Background: an optimization exercise with open tools, aiming at small area. Do not read the settings as production practice. Only simulation tests tie the RTL to the original design; equivalence was not proved. No activity file was given, so power comes from the tool's default toggle rates.

==> design/flow/design.v <==
`timescale 1ns / 1ps
module Frequency_Signal_Detection(
    input JB7, JB8, JB9, clock, reset,
    output [1:0] forward_signal, left_signal, right_signal,
    output LED9, LED12, LED13
    );
    reg LED9_temp, LED12_temp, LED13_temp;
    reg [31:0] counter, delay1, delay2, delay3;
    reg [16:0] forward_counter;
    reg [16:0] left_counter;
    reg [16:0] right_counter;
    reg last_forward, last_left, last_right, latch1, latch2, latch3;
    reg [5:0] signal_temp, last_signal, return_signal, previous_signal;
    parameter   friendly_freq_high = 33,
                friendly_freq_low = 8,
                enemy_freq_high = 90,
                enemy_freq_low = 34,
                clock_max = 5000;      
    always@(posedge clock) begin
        if (reset) begin
            counter <= 0;
            last_forward <= 0;
            last_left <= 0;
            last_right <= 0;
            forward_counter <= 0;
            left_counter <= 0;
            right_counter <= 0;
            signal_temp <= 0;
            previous_signal <= 0;
            last_signal <= 0;
            delay1 <= 0;
            delay2 <= 0;
            delay3 <= 0;
            latch1 <= 0;
            latch2 <= 0;
            latch3 <= 0;
            LED9_temp <= 0;
            LED12_temp <= 0;
            LED13_temp <= 0;
            return_signal <= 0;
        end
        else if (counter == 0) begin      
            counter <= clock_max;    
            if(last_signal[1:0] == 2'b00) begin
                LED13_temp <= 1;
                LED12_temp <= 0;
                LED9_temp <= 0; end
            else if(last_signal[1:0] == 2'b01) begin
                LED9_temp <= 1;
                LED13_temp <= 0;
                LED12_temp <= 0; end
            else if(last_signal[1:0] == 2'b10) begin
                LED12_temp <= 1;
                LED9_temp <= 0;
                LED13_temp <= 0; end
            forward_counter <= 0;    
            left_counter <= 0;       
            right_counter <= 0;      
            last_signal[1:0] <= signal_temp[1:0];
            last_signal[3:2] <= signal_temp[3:2];
            last_signal[5:4] <= signal_temp[5:4];
            previous_signal[1:0] <= last_signal[1:0];
            previous_signal[3:2] <= last_signal[3:2];
            previous_signal[5:4] <= last_signal[5:4];
            if(last_signal[1:0] != 2'b00 && delay1 < 2)
                delay1 <= delay1 + 1;     
            else if(last_signal[1:0] == 2'b00 || previous_signal[3:2] != last_signal[3:2]) begin
                delay1 <= 0;
                latch1 <= 0;
            end
            else if(delay1 >= 2)
                latch1 <= 1;
            if(last_signal[3:2] != 2'b00 && delay2 < 2)
                delay2 <= delay2 + 1;     
            else if(last_signal[3:2] == 2'b00 || previous_signal[3:2] != last_signal[3:2]) begin
                delay2 <= 0;    
                latch2 <= 0;
            end
            else if(delay2 >= 2)
                latch2 <= 1;
            if(last_signal[5:4] != 2'b00 && delay3 < 2)
                delay3 <= delay3 + 1;     
            else if(last_signal[5:4] == 2'b00 || previous_signal[5:4] != last_signal[5:4]) begin
                delay3 <= 0;    
                latch3 <= 0;
            end
            else if(delay3 >= 2)
                latch3 <= 1;
            if(latch1 == 1)
                return_signal[1:0] <= last_signal[1:0];
            else if(latch1 == 0)
                return_signal[1:0] <= 2'b00;
            if(latch2 == 1)
                return_signal[3:2] <= last_signal[3:2];
            else if(latch2 == 0)
                return_signal[3:2] <= 2'b00; 
            if(latch3 == 1)
                return_signal[5:4] <= last_signal[5:4];
            else if(latch3 == 0)
                return_signal[5:4] <= 2'b00;
        end
        else begin
            counter <= counter - 1;  
            if (JB7 != last_forward && last_forward == 0)
                forward_counter <= forward_counter + 1;
            if (JB8 != last_left && last_left == 0)
                left_counter <= left_counter + 1;
            if (JB9 != last_right && last_right == 0)
                right_counter <= right_counter + 1;
            last_forward <= JB7;
            last_left <= JB8;
            last_right <= JB9;
            if (((forward_counter <= friendly_freq_high) && (forward_counter >= friendly_freq_low))) begin
                signal_temp[1:0] <= 2'b01;  
                end
            else if ((forward_counter <= enemy_freq_high && forward_counter >= enemy_freq_low)) begin
                signal_temp[1:0] <= 2'b10;  
                end
            else begin
                signal_temp[1:0] <= 2'b00;  
                end
            if ((left_counter <= friendly_freq_high && left_counter >= friendly_freq_low)) begin   
                signal_temp[5:4] <= 2'b01;
                end
            else if ((left_counter >= enemy_freq_low && left_counter <= enemy_freq_high)) begin
                signal_temp[5:4] <= 2'b10;
                end
            else if ((left_counter < friendly_freq_low || left_counter > enemy_freq_high)) begin
                signal_temp[5:4] <= 2'b00;
                end
        if ((right_counter <= friendly_freq_high && right_counter >= friendly_freq_low)) begin
            signal_temp[3:2] <= 2'b01;
            end
        else if ((right_counter <= enemy_freq_high && right_counter >= enemy_freq_low)) begin
            signal_temp[3:2] <= 2'b10;
            end
        else begin
            signal_temp[3:2] <= 2'b00;
            end
        end
    end
    assign LED9 = LED9_temp;
    assign LED12 = LED12_temp;
    assign LED13 = LED13_temp;
    assign forward_signal[1:0] = return_signal[1:0];
    assign right_signal[1:0] = return_signal[3:2];
    assign left_signal[1:0] = return_signal[5:4];
endmodule
`timescale 1ns / 1ps
module servo_controller(
    input clock, reset,
    input [1:0] forward_signal, left_signal, right_signal,
    output aim_servo, fire_servo, aiming
);
    reg [21:0] counter;
    reg [23:0] fire_counter;
    reg [30:0] delay;
    reg aiming_reg, firing_reg, fired, aiming_temp;
    reg [4:0] how_many_times_has_this_fool_fired, fool_next;
    reg [17:0] aim_control;
    reg [17:0] fire_control;
    reg [17:0] release_next;     
    parameter   aim_left = 5,       
                aim_right = 200,       
                aim_forward = 100,    
                release_rband = 48;  
    always @(posedge clock) begin
      if (reset) begin
        counter <= 0;
        aiming_temp <= 0;
        aiming_reg <= 0;
        firing_reg <= 0;
        fired <= 0;
        fire_counter <= 0;
        release_next <= 0;
        aim_control <= 0;
        fire_control <= 0;
        how_many_times_has_this_fool_fired <= 0;
        fool_next <= 1;
        delay <= 0;
      end
      else begin
        counter <= counter  + 1;
        if (counter == 'd1999)  
            counter <= 0;
        if(counter < ('d70 + aim_control))
            aiming_reg <= 1;
        else
            aiming_reg <= 0;
        if(counter < ('d70 + release_next))
            firing_reg <= 1;
        else
            firing_reg <= 0;
        if (fire_counter > 'd100 && !fired) begin
            delay <= 'd0;
            fire_counter <= 'd0;
            fired <= 1;      
            if(how_many_times_has_this_fool_fired < 'd2 && !fired) begin
                how_many_times_has_this_fool_fired <= how_many_times_has_this_fool_fired + 1;
                release_next <= 36;  
            end
            else if(how_many_times_has_this_fool_fired < 'd4 && how_many_times_has_this_fool_fired >= 'd2 && !fired) begin
                how_many_times_has_this_fool_fired <= how_many_times_has_this_fool_fired + 1;
                release_next <= 70;  
            end
            else if(how_many_times_has_this_fool_fired < 'd6 && how_many_times_has_this_fool_fired >= 'd4 && !fired) begin
                how_many_times_has_this_fool_fired <= how_many_times_has_this_fool_fired + 1;
                release_next <= 120;  
            end 
            else if(how_many_times_has_this_fool_fired >= 'd6 && !fired) begin
                if(how_many_times_has_this_fool_fired == 'd6)
                    how_many_times_has_this_fool_fired <= 'd7;
                else if(how_many_times_has_this_fool_fired == 'd7)
                    how_many_times_has_this_fool_fired <= 0;
                release_next <= 0;
            end
        end 
        if (forward_signal == 2'b10  && !fired && aim_control != aim_forward && delay > 'd400000) begin                  
            fire_control <= release_next;                            
            fire_counter <= fire_counter + 1; end
        else if (left_signal == 2'b10 && !fired && delay > 'd100000) begin           
            aim_control <= aim_left;                                 
            aiming_temp <= 1; end                                    
        else if (right_signal == 2'b10 && !fired && delay > 'd100000) begin          
            aim_control <= aim_right;                                
            aiming_temp <= 1; end                                    
        else if ((forward_signal || left_signal || right_signal) && fired)  
            aiming_temp <= 0;                                        
        else begin       
            if(delay < 'd2000000)
                delay <= delay + 1;
            fired <= 0;  
            aiming_temp <= 0;    
            aim_control <= aim_forward;
            end
      end
    end
 assign aiming = aiming_temp;
 assign aim_servo = aiming_reg;
 assign fire_servo = firing_reg;
endmodule
`timescale 1ns / 1ps
module Pico_PWM(
    input clock,
    input reset, btnC,
    input SW0,SW1,SW2,SW3, compA, compB, JB1, aiming,
    output enableA, enableB
);
    reg temp_PWM;
    reg [20:0] counter;
    reg [20:0] speed;
    reg [32:0] bufferCounter_clock, surge_clock;
    reg [5:0] bufferCounter;
    reg compBuffer, stop;
    always@(posedge clock) begin  
    if (reset) begin
        counter <= 0;
        temp_PWM <= 0;
        compBuffer <= 0;
        bufferCounter <= 4;
        bufferCounter_clock <= 0;
        stop <= 0;
        surge_clock <= 0;
    end
    else begin
    if (btnC) begin
    stop <= 0;
    compBuffer <= 0;
    end
        if(stop == 0) begin
            if (!compA || !compB)
            surge_clock <= surge_clock + 1;
            end
        else begin
        surge_clock <= 0;
        end
        if (surge_clock >= 8000)
        stop <= 1;
       else if ((!compA || !compB) && stop) begin      
            if (bufferCounter == 4 && !compBuffer) begin       
            compBuffer <= 1;              
            bufferCounter <= 0;           
            bufferCounter_clock <= 0;     
            end
            else if (bufferCounter != 4) begin        
                bufferCounter_clock <= bufferCounter_clock + 1;      
                if (bufferCounter_clock >= 4) begin        
                    bufferCounter_clock <= 0;                    
                    bufferCounter <= bufferCounter + 1;          
                end
            end
           else if(bufferCounter == 4 && compBuffer) begin       
                bufferCounter_clock <= 0;        
                bufferCounter <= 0;          
                compBuffer <= 0;         
            end
        end
         if (!compBuffer && !aiming) begin      
            if(reset)
                counter <= 0;
            else if (counter >= 1567)     
                counter <= 0;
            else
                counter <= counter + 1;
            if(counter < speed)
                temp_PWM <= 1;
            if (counter > speed)
                temp_PWM <= 0;  
        end
        else if (aiming)
            temp_PWM <= 0;
    end
    end
    always @ (*) begin
        case({SW2,SW0,SW3,SW1})
            4'b0100: speed = 21'd417;  
            4'b0001: speed = 21'd833;  
            4'b1000: speed = 21'd1250;  
            4'b0010: speed = 21'd1567;  
            default : speed= 21'd0;
        endcase
    end
    assign enableA = temp_PWM;
    assign enableB = temp_PWM;
endmodule
`timescale 1ns / 1ps
module Pico_project_switches(
input SW0,SW1,SW2,SW3,SW4,SW5,SW6,SW7,SW15,compA, compB, JB1, JB2,
output reg end_reset,
    output LED0,LED1,LED2,LED3,LED4,LED5,LED6,LED7,LED8, LED14
    );
    always @ (*) begin
                end_reset = SW15;
			end
	assign LED0 = SW0;
    assign LED1 = SW1;
    assign LED2 = SW2;
    assign LED3 = SW3;
    assign LED4 = SW4;
    assign LED5 = SW5;
    assign LED6 = SW6;
    assign LED7 = SW7;
endmodule
`timescale 1ns / 1ps
module Pico_project_MotorDriver(
    input reset,
	input compA, compB, JB1, JB2, JB3, clock,
	output reg [3:0] direction, M, L, R, L2, R2,
    output JA1, JA2, JA3, JA4
    );
        localparam stop = 4'b0000;
		localparam forward = 4'b0001;
		localparam backward = 4'b0010;
		localparam right = 4'b0100;
		localparam left = 4'b1000;
		localparam stop_control = 4'b0000;
		localparam forward_control = 4'b1001; 
		localparam backward_control = 4'b0110;
		localparam right_control = 4'b0101;
		localparam left_control = 4'b1010;
        always @ (posedge clock) begin
            if(reset) begin
                M <= 1;
                L <= 0;
                R <= 0;
                R2 <= 0;
                L2 <= 0;
                direction <= stop_control;
                end
            else if(compA == 0 || compB == 0) begin
                direction <= stop_control;
                end
            else begin
            if ((JB1 && JB2 && JB3) || (!JB1 && !JB2 && !JB3) || (JB1 && !JB2 && !JB3))begin  
            if (R == 1)
            direction <= right_control;
            if (L == 1)
            direction <= left_control;            
            end
            if((!JB1 && JB2 && JB3) || (((!JB1 && !JB2 && JB3) || (!JB1 && JB2 && !JB3)) && (R2 == 0 || L2 == 0)))
            direction <= forward_control;
            if (!JB1 && !JB2 && JB3) begin  
            M <= 0;
            L <= 1;
            R <= 0;
            R2 <= 0;
            L2 <= 0;
            end
            if ((JB1 && !JB2 && JB3)) begin   
            direction <= left_control;
            L2 <= 1;
            end
            if (!JB1 && JB2 && !JB3) begin  
            M <= 0;
            L <= 0;
            R <= 1;
            R2 <= 0;
            L2 <= 0;
            end
            if ((JB1 && JB2 && !JB3)) begin  
            direction <= right_control;
            R2 <= 1;
            end
		  end
        end
	assign JA1 = direction[0];
	assign JA2 = direction[1];
	assign JA3 = direction[2];
	assign JA4 = direction[3];
endmodule
`timescale 1ns / 1ps
module Pico_7seg(
    input clock, reset,
    input SW0,SW1,SW2,SW3,SW4,SW5,SW6,SW7,SW15, compA, compB, btnR,
    output a, b, c, d, e, f, g, dp,
    output [3:0] an,
    input [1:0] forward_signal, left_signal, right_signal
);
    localparam N = 8;    
    reg [3:0] in0, in1, in2, in3;
    reg [N-1:0]countn;
    wire [1:0] resetn = 2'b00;   
    reg [6:0]sseg;
    reg [3:0]an_temp;
    reg [6:0] sseg_temp;
    reg stop1;
    reg [31:0] surge_clock1;
    always@(posedge clock) begin
        if (reset || resetn)             
            countn <= 0;
        else
            countn <= countn + 1; 
    end
always@(posedge clock) begin     
      if (reset) begin
        in0 <= 0;
        in1 <= 0;
        in2 <= 0;
        in3 <= 0;
        stop1 <= 0;
        surge_clock1 <= 0;
      end
      else begin
        if (btnR)
        stop1 <= 0;
        if(stop1 == 0) begin
            if (!compA || !compB)
            surge_clock1 <= surge_clock1 + 1;
            end
        else begin
        surge_clock1 <= 0;
        end
        if (surge_clock1 >= 8000)
        stop1 <= 1;
        if ((compA == 0 || compB == 0) && stop1 == 1)begin
            in0 <= 13;
            in1 <= 13;
            in2 <= 14;
            in3 <= 0;
        end
        if ((forward_signal[1:0] == 2'b01 || left_signal[1:0] == 2'b01 || right_signal[1:0] == 2'b01) && !stop1) begin
            in0 <= 11;
            in1 <= 11;
            in2 <= 11;
            in3 <= 11;
        end
        else if ((forward_signal[1:0] == 2'b10 || left_signal[1:0] == 2'b10 || right_signal[1:0] == 2'b10) && !stop1) begin
            in0 <= 14;
            in1 <= 14;
            in2 <= 14;
            in3 <= 14;
        end
       else if (compA == 1 && compB == 1 && !stop1) begin
        if(SW0)
        begin
            in1 <= 5;
            in2 <= 2;
            in3 <= 15;
        end 
        else if(SW1)
        begin
            in1 <= 0;
            in2 <= 5;
            in3 <= 15;
        end 
        else if(SW2)
        begin
            in1 <= 5;
            in2 <= 7;
            in3 <= 15;
        end 
        else if(SW3)
        begin
            in1 <= 0;
            in2 <= 0;
            in3 <= 1;
        end 
        else 
        begin
            in1 <= 0;
            in2 <= 0;
            in3 <= 0;
        end
    end
        else if(compA == 1 && compB == 1 && !stop1) begin
            if(SW4)begin                             
                in0 <= 11;
            end
            if(SW5)begin                             
                in0 <= 10;
            end    
            if(SW6)begin                             
                in0 <= 13;
            end   
            if(SW7)begin                             
                in0 <= 12;
            end  
            if(~SW4 && ~SW5 && ~SW6 && ~SW7)begin    
                in0 <= 15;
            end
       end
      end
    end
always @ (*)begin        
    case(countn[N-1:N-2])  
        2'b00 :   
        begin
            sseg = in0;
            an_temp = 4'b1110;
        end
        2'b01:   
        begin
            sseg = in1;
            an_temp = 4'b1101;
        end
        2'b10:   
        begin
            sseg = in2;
            an_temp = 4'b1011;
        end
        2'b11:   
        begin
            sseg = in3;
            an_temp = 4'b0111;
        end
    endcase
    end
    assign an = an_temp;     
always @ (*)begin        
    case(sseg)
        4'd0 : sseg_temp = 7'b1000000;  
        4'd1 : sseg_temp = 7'b1111001;  
        4'd2 : sseg_temp = 7'b0100100;  
        4'd3 : sseg_temp = 7'b0110000;  
        4'd4 : sseg_temp = 7'b0011001;  
        4'd5 : sseg_temp = 7'b0010010;  
        4'd6 : sseg_temp = 7'b0000010;  
        4'd7 : sseg_temp = 7'b1111000;  
        4'd8 : sseg_temp = 7'b0000000;  
        4'd9 : sseg_temp = 7'b0010000;  
        4'd10 : sseg_temp = 7'b0000011; 
        4'd11 : sseg_temp = 7'b0001110; 
        4'd12 : sseg_temp = 7'b1000111; 
        4'd13 : sseg_temp = 7'b0101111; 
        4'd14 : sseg_temp = 7'b1000110; 
        default : sseg_temp = 7'b0111111;  
    endcase
    end
    assign {g, f, e, d, c, b, a} = sseg_temp; 
    assign dp = 1'b1; 
endmodule
`timescale 1ns / 1ps
module PICO_MAIN(
input clock,
input reset,
input SW1,SW2,SW3,SW4,SW5,SW6,SW7, SW0,
input compA, compB, btnC, btnR, JB1, JB2, JB3, JB7, JB8, JB9,
	output enableA,enableB,
    output JA1,JA2,JA3,JA4,
    output a, b, c, d, e, f, g, dp,
    output [3:0] an,
    output LED0,LED1,LED2,LED3,LED4,LED5,LED6,LED7,LED9,LED12,LED13,aim_servo,fire_servo
    );
    wire [2:0] speed;
    wire [3:0] direction;
    wire [1:0] forward_signal;
    wire [1:0] left_signal;
    wire [1:0] right_signal;
    wire aiming;
	wire end_reset;
	wire SW15 = 1'b0;   
	servo_controller U2(
	   .reset(reset),
	   .aim_servo(aim_servo), .fire_servo(fire_servo), .clock(clock),
	   .forward_signal(forward_signal[1:0]), .left_signal(left_signal[1:0]), .right_signal(right_signal[1:0]), 
	   .aiming(aiming)
	);
	Frequency_Signal_Detection U1(
        .reset(reset), .JB7(JB7), .JB8(JB8), .JB9(JB9), .clock(clock),
        .forward_signal(forward_signal[1:0]), .left_signal(left_signal[1:0]), .right_signal(right_signal[1:0]),
        .LED9(LED9), .LED12(LED12), .LED13(LED13)
    );
	Pico_PWM PWM1(
		.clock(clock),.reset(reset),
		.aiming(aiming),
		.SW0(SW0),.SW1(SW1), .SW2(SW2), .SW3(SW3),
		.compA(compA), .compB(compB),
		.enableA(enableA), .enableB(enableB), .btnC(btnC), .JB1(JB1)
	);
	Pico_project_switches InputControl1(
		.SW0(SW0), .SW1(SW1), .SW2(SW2), .SW3(SW3),
        .SW4(SW4), .SW5(SW5), .SW6(SW6), .SW7(SW7),.SW15(SW15),
		.LED0(LED0),.LED1(LED1),.LED2(LED2),
		.LED3(LED3),.LED4(LED4),.LED5(LED5),
		.LED6(LED6),.LED7(LED7), .compA(compA), .compB(compB), .JB1(JB1), .JB2(JB2),
		.end_reset(end_reset)
	);
	Pico_project_MotorDriver MotorDriver1(
        .reset(reset), .clock(clock),
        .compA(compA), .compB(compB),
		.direction(direction[3:0]),
        .JA1(JA1), .JA2(JA2),
        .JA3(JA3), .JA4(JA4), .JB1(JB1), .JB2(JB2), .JB3(JB3)
    );
    Pico_7seg display1(
    .clock(clock),.reset(reset),.SW0(SW0), .SW1(SW1), .SW2(SW2), .SW3(SW3), .compA(compA), .compB(compB),
    .SW4(SW4), .SW5(SW5), .SW6(SW6), .SW7(SW7),.SW15(SW15),
    .a(a), .b(b), .c(c), .d(d), .e(e), .f(f), .g(g), .dp(dp), .an(an), .btnR(btnR),
    .forward_signal(forward_signal[1:0]), .left_signal(left_signal[1:0]), .right_signal(right_signal[1:0])
    );
endmodule
==> design/flow/run.sh <==
#!/bin/bash
# synth_recipe.tcl (not shown) runs the flow's synth.tcl, then flattens the netlist and writes it again
# the make line also repeats each setting of config.mk as NAME=value (left out here)
make -C /OpenROAD-flow-scripts/flow DESIGN_CONFIG=/design/flow/config.mk WORK_HOME=/design/flow/orfs CLKGATE_MAP_FILE= SYNTH_SCRIPT=/design/flow/synth_recipe.tcl finish
==> design/flow/config.mk <==
export PLATFORM = sky130hd
export DESIGN_NAME = PICO_MAIN
export DESIGN_NICKNAME = PICO_MAIN
export VERILOG_FILES = /design/flow/design.v
export SDC_FILE = /design/flow/constraint.sdc
export NUM_CORES = 4
export LEC_CHECK = 0
export CAP_MARGIN = 20
export CORE_MARGIN = 2
export CORE_UTILIZATION = 40
export SLEW_MARGIN = 20
==> design/flow/constraint.sdc <==
create_clock -name core_clock -period 10.0 [get_ports {clock}]
set_input_delay 2.0000 -clock core_clock [delete_from_list [all_inputs] [get_ports {clock}]]
set_output_delay 2.0000 -clock core_clock [all_outputs]
set_load 0.01 [all_outputs]
==> notes.md <==
[kinds of logic after synthesis]
family                   after synthesis  share of synthesized area (%)
adder cells (fa/ha/maj)               65                           3.79
multiplexers                          16                          0.940
flip-flops                           465                           43.4
buffers and inverters                177                           3.55
other                                  1                         0.0175
XOR/XNOR                             197                           8.05
AO/OA/AOI/OAI                        396                           11.8
AND/OR/NAND/NOR                     1248                           28.4
[cells in the final DEF (no fill, tap or decap), types with 6 or more instances in the layout]
cell type                         count
sky130_fd_sc_hd__dfxtp_1            465
sky130_fd_sc_hd__nor2_1             435
sky130_fd_sc_hd__nand2_1            243
sky130_fd_sc_hd__a21oi_1            150
sky130_fd_sc_hd__xor2_1             126
sky130_fd_sc_hd__nand3_1            120
sky130_fd_sc_hd__nor4_1              76
sky130_fd_sc_hd__xnor2_1             71
sky130_fd_sc_hd__o21ai_0             70
sky130_fd_sc_hd__nor3_1              66
sky130_fd_sc_hd__ha_1                65
sky130_fd_sc_hd__inv_1               64
sky130_fd_sc_hd__and3_1              60
sky130_fd_sc_hd__nand4_1             56
sky130_fd_sc_hd__clkbuf_16           51
sky130_fd_sc_hd__clkdlybuf4s50_1     40
sky130_fd_sc_hd__a31oi_1             32
sky130_fd_sc_hd__and2_1              31
sky130_fd_sc_hd__nor2b_1             25
sky130_fd_sc_hd__and4_1              23
sky130_fd_sc_hd__or3_1               22
sky130_fd_sc_hd__a211oi_1            19
sky130_fd_sc_hd__a41oi_1             18
sky130_fd_sc_hd__nand2b_1            17
sky130_fd_sc_hd__o21a_1              16
sky130_fd_sc_hd__or4_1               15
sky130_fd_sc_hd__or2_2               14
sky130_fd_sc_hd__nor3b_1             14
sky130_fd_sc_hd__o211ai_1            13
sky130_fd_sc_hd__clkbuf_8            13
sky130_fd_sc_hd__clkinv_2            11
sky130_fd_sc_hd__clkbuf_1            11
sky130_fd_sc_hd__mux2i_1             10
sky130_fd_sc_hd__buf_4               10
sky130_fd_sc_hd__a21o_1               7
sky130_fd_sc_hd__o41ai_1              6
sky130_fd_sc_hd__a2111oi_0            6
[routing by layer]
| layer | share of wire [%] | wire length [µm] |
|---|---|---|
| met1 | 48 | 21900 |
| met2 | 46 | 21000 |
| met3 | 3.8 | 1760 |
| met4 | 2.2 | 1020 |
| met5 | 0 | 0 |
[area by class of cell]
type | count | area (µm²) | area share [%]
sequential | 465 | 9310 | 38.8
clock buffer | 75 | 1500 | 6.24
multi-input combinational | 1923 | 11400 | 47.4
clock inverter | 19 | 221 | 0.923
tap | 688 | 861 | 3.59
timing repair buffer | 51 | 487 | 2.03
inverter | 64 | 240 | 1.00
[metrics by stage]
| stage | power, W | utilization, % | area, µm² |
|---|---|---|---|
| detailed placement | 0.00273 | 42.2 | 22300 |
| global placement | 0.00271 | 42.2 | 22300 |
| global route | 0.00484 | 45.5 | 24000 |
| floorplan | 0.00259 | - | 21400 |
| CTS | 0.00466 | 45.4 | 24000 |
| finish | 0.00459 | 45.5 | 24000 |
[power groups by stage]
stage | registers [W] | logic, W | clock network [W]
2_1_floorplan | 0.00205 | 0.000545 | 0
3_3_place_gp | 0.00206 | 0.000647 | 0
3_5_place_dp | 0.00207 | 0.000663 | 0
4_1_cts | 0.00203 | 0.000668 | 0.00196
5_1_grt | 0.00204 | 0.000753 | 0.00204
6_report | 0.00203 | 0.000662 | 0.00190
[how the worst max path moves through the flow]
stage | startpoint | endpoint | slack [ns]
3_3_place_gp | SW2 | LED2 | 4.72
5_1_grt | display1.countn[6] | a | 4.53
2_1_floorplan | SW0 | LED0 | 5.88
6_report | SW0 | LED0 | 4.70
4_1_cts | SW0 | LED0 | 4.70
3_5_place_dp | SW0 | LED0 | 4.70
==> parameters.txt <==
Parameter                              Value

Hold path
  Hold path cells ... 1
  Hold Startpoint ... display1.countn[0]
  HP Class ... reg2reg
  Worst Hold Path EP ... display1.countn[0]

Yosys
  Top-area cell type share of the netlist area ... 43.4%
  Cell type with the largest total area after synthesis ... sky130_fd_sc_hd__dfxtp_1
  Number of distinct library cells after synthesis ... 85
  Commonest cells post-synth ... 465 x sky130_fd_sc_hd__dfxtp_1, 435 x sky130_fd_sc_hd__nor2_1, 243 x sky130_fd_sc_hd__nand2_1
  Flop and latch count out of synthesis ... roughly 470
  Per-instance average area after synthesis ... approximately 8.4 µm²
  Synthesis warning total ... 6
  Cell area after synthesis ... about 21000 µm²
  Ranking of synthesized cells by area ... sky130_fd_sc_hd__dfxtp_1 43%, sky130_fd_sc_hd__nor2_1 7.6%, sky130_fd_sc_hd__xor2_1 5.1%
  Sequential share of the synthesized area ... 43.4%
  Dominant register cell in the synthesized netlist ... sky130_fd_sc_hd__dfxtp_1
  Cells after Synth ... 2565
  FFs w/ async S/R, synth ... 0%
  Synthesized Nets ... 2650
  Count of flip-flops with a built-in enable after synthesis ... 0
  Most used standard cell by instance count after synthesis ... sky130_fd_sc_hd__dfxtp_1

Setup path
  Critical Path Source Type ... input port
  Gate family responsible for the most delay along the worst path ... buffers and inverters
  Cell Chain, Critical Path ... clkdlybuf4s50_1 -> clkdlybuf4s50_1
  Slowest library cell on the worst path ... sky130_fd_sc_hd__clkdlybuf4s50_1
  Endpoint required time on the critical path ... 8.00 ns
  Stage delay of the slowest cell on the critical path ... about 0.7 ns
  Count of cells along the worst register-to-register path ... 9
  Cell depth of the worst setup path ... 2
  Buf/Inv on CP ... 2
  FF-to-FF End ... U1.delay3[14]
  Kind of end point of the critical path ... output pin
  Minimum setup slack among reg-to-reg paths ... ~6.7 ns
  Library cell appearing most often on the critical path ... sky130_fd_sc_hd__clkdlybuf4s50_1
  Critical path arrival ... approximately 3.3 ns
  Worst Path Class, Setup ... in2out
  Launch point of the worst reg-to-reg path ... U1.counter[0]
  Max FO, Critical Path ... 11

Clock network
  # resized after CTS ... 0
  Cts-stage hold buffer count ... 0
  H-tree level count ... 2
  Total clock buffers created by CTS ... 50
  Post-CTS setup buffer count ... 0
  Clock sink count ... 465
  Number of buffers on the longest clock path ... 3
  Clock input transition at the sequential cells of the worst setup and hold paths ... ~0.060 ns
  Clock tree from TritonCTS ... done
  Clock Tree Root ... sky130_fd_sc_hd__clkbuf_16
  Source-to-sink clock delay at the later pin of the worst-skew pair ... around 0.60 ns

Pwr
  Leakage ... a little under 9 nW
  Clock network fraction of design power ... about two fifths
  Worst VDD drop ... ~0.17 mV
  Int Power ... 0.00333 W
  Register share of total power ... 44.2%
  Relative contribution of combinational cells to total power ... 14.4%
  Switching power as a share of total power ... between 20% and 30%
  Power density normalized to cell area ... approximately 190 nW/µm²
  Switch Pwr ... approximately 0.0013 W

Finish
  Filler Cells Inserted ... 5131
  Fraction of final layout cells sized beyond drive strength 1 ... approximately 5.5%
  Number of nets at the end of the flow ... approximately 2600
  Area growth syn-to-layout ... 11.9%
  Top flop regs ... PWM1.bufferCounter_clock x33, PWM1.surge_clock x33
  Number of antenna cells inserted ... 0
  Count of placed standard cells in the final layout, fillers left out ... 3285

Drt
  Via Count ... between 15000 and 20000
  Routed vias/inst ... around 5.3
  Antenna Nets Post-Route ... 0
  Detail-routed net length per standard cell ... approximately 14 µm
  Total wire length after detailed routing ... approximately 46000 µm
  Total DRC errors in the routed layout ... 0
  Starting DRC count in detailed routing ... 897
  Pre-antenna DRT Iters ... 5

Floorplan
  Initial standard-cell utilization of the core ... 40.6%
  Overall die height ... 236 µm
  Placement row count ... 84
  Io pins ... 51
  Total die area ... between 50000 and 60000 µm²
  Horizontal die dimension ... roughly 240 µm
  Floorplan Core Area ... about 53000 µm²

Global routing
  Initial antenna violation count ... 1
  Most used routing layer in global routing ... met2
  GR Util met1 ... 21.1%
  Remaining global-route overflow ... 0
  Global routing usage summed across all routing layers ... about 16%
  Fraction of met2 tracks used by global routing ... between 20% and 30%
  Vias in the first global route ... 16727
  Global-route wire length before repair ... 78400 µm
  Maximum number of pins on one net before global-route repair ... 79
  Met3 Use GR ... 2.87%

Placement
  Placement Setup Slack ... between 4 and 5 ns
  DPL Wire Length ... slightly above 30000 µm
  Routability congestion estimate from global placement ... 0.819
  Number of port buffers ... 41
  Placed cells ... roughly 3200

Timing
  Worst hold slack after final layout ... approximately 0.45 ns
  Max frequency ... between 0.15 and 0.2 GHz
  Worst-case clock skew ... around 0.027 ns
  Transition time at the pin with the least slew margin ... between 1 and 1.5 ns
  Final-report max-slew violation count ... 0
  Count of endpoints failing hold in the final timing report ... 0
  Number of endpoints failing setup at the final stage ... 0
  Worst max-slew margin expressed relative to the limit ... 33.2%
  Setup TNS Final ... 0 ns
  Worst Slack Setup Final ... about 4.7 ns
  Part of the cycle the worst path needs ... 53.0%
  Unrepaired setup endpoints after global routing ... false
  Tmin final ... about 5.3 ns

Status
  Run status ... timing/DRC/antenna clean

Run
  Reported max-cap violation count ... 0

## afterwards: timing with drivers on the ports
The results above use ideal ports. As a check the final layout listed here was re-extracted and re-timed, cells and wires unchanged.
Step 1: set_driving_cell puts a clkbuf_16 on clock and a buf_2 on each other input, an assumption about the parent block.
Step 2, shift: input delay + t, output delay - t, t = (earliest + latest rising clock arrival at the registers) / 2. This alone moves slack from input paths to output paths.
Three values: ideal, step 1, step 2; two values: the first two.
t, ns: 0.637
slack for setup (ns): 4.696 / 4.671 / 4.671
worst hold slack (ns): 0.449 / 0.449 / 0.449
After both steps setup and hold are still met in this run. For this run, drivers alone change the setup slack by -0.025 ns; drivers and shift together by -0.025 ns.
